From an optimization exercise on the open Yosys and OpenROAD flow, aimed at small area and a short achievable clock period; shortcuts taken in it are not production practice.
Only simulation tests tie the RTL to the original design; equivalence was not proved.

==> module fadd, before the edit <==
module fadd #(parameter R1 = 1, parameter R2 = 1, parameter R3 = 1) (
    input         clk,
    input  [31:0] a,
    input  [31:0] b,
    output [31:0] y
);
    wire        swap = a[30:0] < b[30:0];
    wire [7:0]  dab  = a[30:23] - b[30:23];
    wire [7:0]  dba  = b[30:23] - a[30:23];
    wire [31:0] big  = swap ? b : a;
    wire [31:0] sml  = swap ? a : b;
    wire [7:0]  sh   = swap ? dba : dab;
    wire [7:0]  eb   = big[30:23];
    wire [23:0] mb   = {(eb != 8'h0), big[22:0]};
    wire [23:0] ms   = {(sml[30:23] != 8'h0), sml[22:0]};
    wire        sub  = a[31] ^ b[31];
    wire nan_a = (&a[30:23]) & (|a[22:0]);
    wire nan_b = (&b[30:23]) & (|b[22:0]);
    wire inf_a = (&a[30:23]) & ~(|a[22:0]);
    wire inf_b = (&b[30:23]) & ~(|b[22:0]);
    wire zz    = ~(|a[30:0]) & ~(|b[30:0]);
    wire nanr  = nan_a | nan_b | (inf_a & inf_b & (a[31] ^ b[31]));
    wire infr  = inf_a | inf_b;
    wire sgn   = zz ? (a[31] | b[31]) : big[31];
    reg st;
    integer j;
    always @* begin
        st = 1'b0;
        for (j = 0; j < 24; j = j + 1)
            if (ms[j] && sh >= j + 3 && sh <= j + 24) st = 1'b1;
    end
    wire [25:0] t8   = {ms, 2'b00} >> {sh[7:3], 3'b000};
    wire [23:0] mb1; wire [25:0] t81; wire [2:0] sh1; wire st1, sub1, sgn1, nan1, inf1, zz1; wire [7:0] eb1;
    pipe #(.W(24+26+3+6+8), .EN(R1)) u_p1(clk, {mb, t8, sh[2:0], st, sub, sgn, nanr, infr, zz, eb},
                                          {mb1, t81, sh1, st1, sub1, sgn1, nan1, inf1, zz1, eb1});
    wire [25:0] t    = t81 >> sh1;
    wire [25:0] tt1  = sub1 ? ~t : t;
    wire        ci1  = sub1 & ~st1;
    wire [27:0] rs = {1'b0, mb1, 2'b00, ci1} + {1'b0, {1'b0, tt1} | {sub1, 26'h0}, ci1};
    wire [26:0] r  = rs[27:1];
    wire [8:0]  ep = {1'b0, eb1} + 9'd1;
    wire [26:0] r2; wire sgn2, nan2, inf2, zz2; wire [8:0] ep2;
    pipe #(.W(27+4+9), .EN(R2)) u_p2(clk, {r, sgn1, nan1, inf1, zz1, ep}, {r2, sgn2, nan2, inf2, zz2, ep2});
    wire [31:0] v   = {r2, 5'h0};
    wire [15:0] g2;
    wire [7:0]  g4;
    wire [3:0]  g8;
    wire [1:0]  g16;
    genvar gi;
    generate
        for (gi = 0; gi < 16; gi = gi + 1) begin : g_or2
            assign g2[gi] = v[2*gi+1] | v[2*gi];
        end
        for (gi = 0; gi < 8; gi = gi + 1) begin : g_or4
            assign g4[gi] = g2[2*gi+1] | g2[2*gi];
        end
        for (gi = 0; gi < 4; gi = gi + 1) begin : g_or8
            assign g8[gi] = g4[2*gi+1] | g4[2*gi];
        end
        for (gi = 0; gi < 2; gi = gi + 1) begin : g_or16
            assign g16[gi] = g8[2*gi+1] | g8[2*gi];
        end
    endgenerate
    wire        z4 = ~g16[1];
    wire        z3 = ~g8[{~z4, 1'b1}];
    wire        z2 = ~g4[{~z4, ~z3, 1'b1}];
    wire        z1 = ~g2[{~z4, ~z3, ~z2, 1'b1}];
    wire        z0 = ~v[{~z4, ~z3, ~z2, ~z1, 1'b1}];
    wire [4:0]  lz = {z4, z3, z2, z1, z0};
    wire [26:0] n4 = z4 ? {r2[10:0], 16'h0} : r2;
    wire [26:0] n3 = z3 ? {n4[18:0], 8'h0} : n4;
    wire [26:0] n2 = z2 ? {n3[22:0], 4'h0} : n3;
    wire [26:0] n1 = z1 ? {n2[24:0], 2'h0} : n2;
    wire [26:0] rn = z0 ? {n1[25:0], 1'h0} : n1;
    wire        zr = (r2[26:2] == 25'h0);               
    wire [7:0]  e8   = ep2[7:0] - {3'h0, lz};
    wire        ez   = (ep2 == {4'h0, lz});
    wire        eo   = ({4'h0, lz} > ep2) | ((ep2 == 9'd255) & (lz == 5'd0));
    wire [31:0] res  = nan2 ? 32'h7fc00000 :
                       inf2 ? {sgn2, 8'hff, 23'h0} :
                       zz2 ? {sgn2, 31'h0} :
                       zr ? 32'h0 :
                       ez ? 32'h0 :
                       eo ? {sgn2, 8'hff, 23'h0} :
                       {sgn2, e8, rn[25:3]};
    pipe #(.W(32), .EN(R3)) u_p3(clk, res, y);
endmodule
Settings: LEC_CHECK=0, CAP_MARGIN=20, CORE_MARGIN=2, CORE_UTILIZATION=55, CTS_CLUSTER_DIAMETER=100, CTS_CLUSTER_SIZE=20, PLACE_DENSITY=0.7, SLEW_MARGIN=20; clock period 10.0 ns.
standard.sh (not shown) runs the stock make flow with config.mk's settings and CLKGATE_MAP_FILE= SYNTH_SCRIPT=/design/flow/synth_recipe.tcl, a recipe that flattens the netlist after the stock synthesis.
==> flow/flow/run.sh <==
#!/bin/bash
set -euo pipefail
bash standard.sh SETUP_SLACK_MARGIN=5.5 finish > flow_make.log 2>&1
The first run passed the timing, design-rule and antenna checks.
==> next run, changes <==
--- a/flow/design.v
+++ b/flow/design.v
@@ -1281,60 +1281,39 @@
     wire inf_b = (&b[30:23]) & ~(|b[22:0]);
     wire zz    = ~(|a[30:0]) & ~(|b[30:0]);
     wire nanr  = nan_a | nan_b | (inf_a & inf_b & (a[31] ^ b[31]));
     wire infr  = inf_a | inf_b;
     wire sgn   = zz ? (a[31] | b[31]) : big[31];
+    wire [23:0] mb1, ms1; wire [7:0] sh1; wire sub1, sgn1, nan1, inf1, zz1; wire [7:0] eb1;
+    pipe #(.W(24+24+8+5+8), .EN(R1)) u_p1(clk, {mb, ms, sh, sub, sgn, nanr, infr, zz, eb},
+                                          {mb1, ms1, sh1, sub1, sgn1, nan1, inf1, zz1, eb1});
+    wire [25:0] t    = {ms1, 2'b00} >> sh1;
     reg st;
     integer j;
     always @* begin
         st = 1'b0;
         for (j = 0; j < 24; j = j + 1)
-            if (ms[j] && sh >= j + 3 && sh <= j + 24) st = 1'b1;
+            if (ms1[j] && sh1 >= j + 3 && sh1 <= j + 24) st = 1'b1;
     end
-    wire [25:0] t8   = {ms, 2'b00} >> {sh[7:3], 3'b000};
-    wire [23:0] mb1; wire [25:0] t81; wire [2:0] sh1; wire st1, sub1, sgn1, nan1, inf1, zz1; wire [7:0] eb1;
-    pipe #(.W(24+26+3+6+8), .EN(R1)) u_p1(clk, {mb, t8, sh[2:0], st, sub, sgn, nanr, infr, zz, eb},
-                                          {mb1, t81, sh1, st1, sub1, sgn1, nan1, inf1, zz1, eb1});
-    wire [25:0] t    = t81 >> sh1;
     wire [25:0] tt1  = sub1 ? ~t : t;
-    wire        ci1  = sub1 & ~st1;
+    wire        ci1  = sub1 & ~st;
     wire [27:0] rs = {1'b0, mb1, 2'b00, ci1} + {1'b0, {1'b0, tt1} | {sub1, 26'h0}, ci1};
     wire [26:0] r  = rs[27:1];
     wire [8:0]  ep = {1'b0, eb1} + 9'd1;
     wire [26:0] r2; wire sgn2, nan2, inf2, zz2; wire [8:0] ep2;
     pipe #(.W(27+4+9), .EN(R2)) u_p2(clk, {r, sgn1, nan1, inf1, zz1, ep}, {r2, sgn2, nan2, inf2, zz2, ep2});
-    wire [31:0] v   = {r2, 5'h0};
-    wire [15:0] g2;
-    wire [7:0]  g4;
-    wire [3:0]  g8;
-    wire [1:0]  g16;
-    genvar gi;
-    generate
-        for (gi = 0; gi < 16; gi = gi + 1) begin : g_or2
-            assign g2[gi] = v[2*gi+1] | v[2*gi];
-        end
-        for (gi = 0; gi < 8; gi = gi + 1) begin : g_or4
-            assign g4[gi] = g2[2*gi+1] | g2[2*gi];
-        end
-        for (gi = 0; gi < 4; gi = gi + 1) begin : g_or8
-            assign g8[gi] = g4[2*gi+1] | g4[2*gi];
-        end
-        for (gi = 0; gi < 2; gi = gi + 1) begin : g_or16
-            assign g16[gi] = g8[2*gi+1] | g8[2*gi];
-        end
-    endgenerate
-    wire        z4 = ~g16[1];
-    wire        z3 = ~g8[{~z4, 1'b1}];
-    wire        z2 = ~g4[{~z4, ~z3, 1'b1}];
-    wire        z1 = ~g2[{~z4, ~z3, ~z2, 1'b1}];
-    wire        z0 = ~v[{~z4, ~z3, ~z2, ~z1, 1'b1}];
-    wire [4:0]  lz = {z4, z3, z2, z1, z0};
+    wire        z4 = ~(|r2[26:11]);
     wire [26:0] n4 = z4 ? {r2[10:0], 16'h0} : r2;
+    wire        z3 = ~(|n4[26:19]);
     wire [26:0] n3 = z3 ? {n4[18:0], 8'h0} : n4;
+    wire        z2 = ~(|n3[26:23]);
     wire [26:0] n2 = z2 ? {n3[22:0], 4'h0} : n3;
+    wire        z1 = ~(|n2[26:25]);
     wire [26:0] n1 = z1 ? {n2[24:0], 2'h0} : n2;
+    wire        z0 = ~n1[26];
     wire [26:0] rn = z0 ? {n1[25:0], 1'h0} : n1;
+    wire [4:0]  lz = {z4, z3, z2, z1, z0};
     wire        zr = (r2[26:2] == 25'h0);               
     wire [7:0]  e8   = ep2[7:0] - {3'h0, lz};
     wire        ez   = (ep2 == {4'h0, lz});
     wire        eo   = ({4'h0, lz} > ep2) | ((ep2 == 9'd255) & (lz == 5'd0));
     wire [31:0] res  = nan2 ? 32'h7fc00000 :
What happened:
- The changed run ran to the end with no violations
- first-iteration DRC count decreases by 6.5%
- non-clock buffer count is lower by 65
- hold slack stays flat
- cell count shrinks by 0.91%
- clock-buffer cell count grows by 7
- register-to-register slack gets better by 0.17 ns
- fmax went up by 3.8%

## static timing again, ports no longer ideal
Ports are ideal in the flow. The routed layouts listed here were re-timed in OpenROAD. Step 1, drivers: a clkbuf_16 drives clk and a buf_2 each remaining input, both assumed. Step 2 times the ports against the registers' clock, not the clock port: input delays grow and output delays shrink by t, the midpoint of the rising clock arrivals with the driver on. Three values: no drivers, after step 1, after step 2; two values: the first two.
run | t, ns | slack for setup (ns) | latest minus earliest clock arrival (ns) | worst register clock-pin slew, ns | cell pins on the clock port's net
the first run | 0.883 | 5.190 / 5.190 / 4.879 | 0.035 / 0.036 | 0.09 / 0.09 | 1
the second run | 0.873 | 5.365 / 5.365 / 4.792 | 0.063 / 0.063 | 0.09 / 0.09 | 1
After both steps setup and hold are still met in every run listed. For the second run, which loses most, drivers alone change the setup slack by 0.000 ns; drivers and shift together by -0.573 ns.
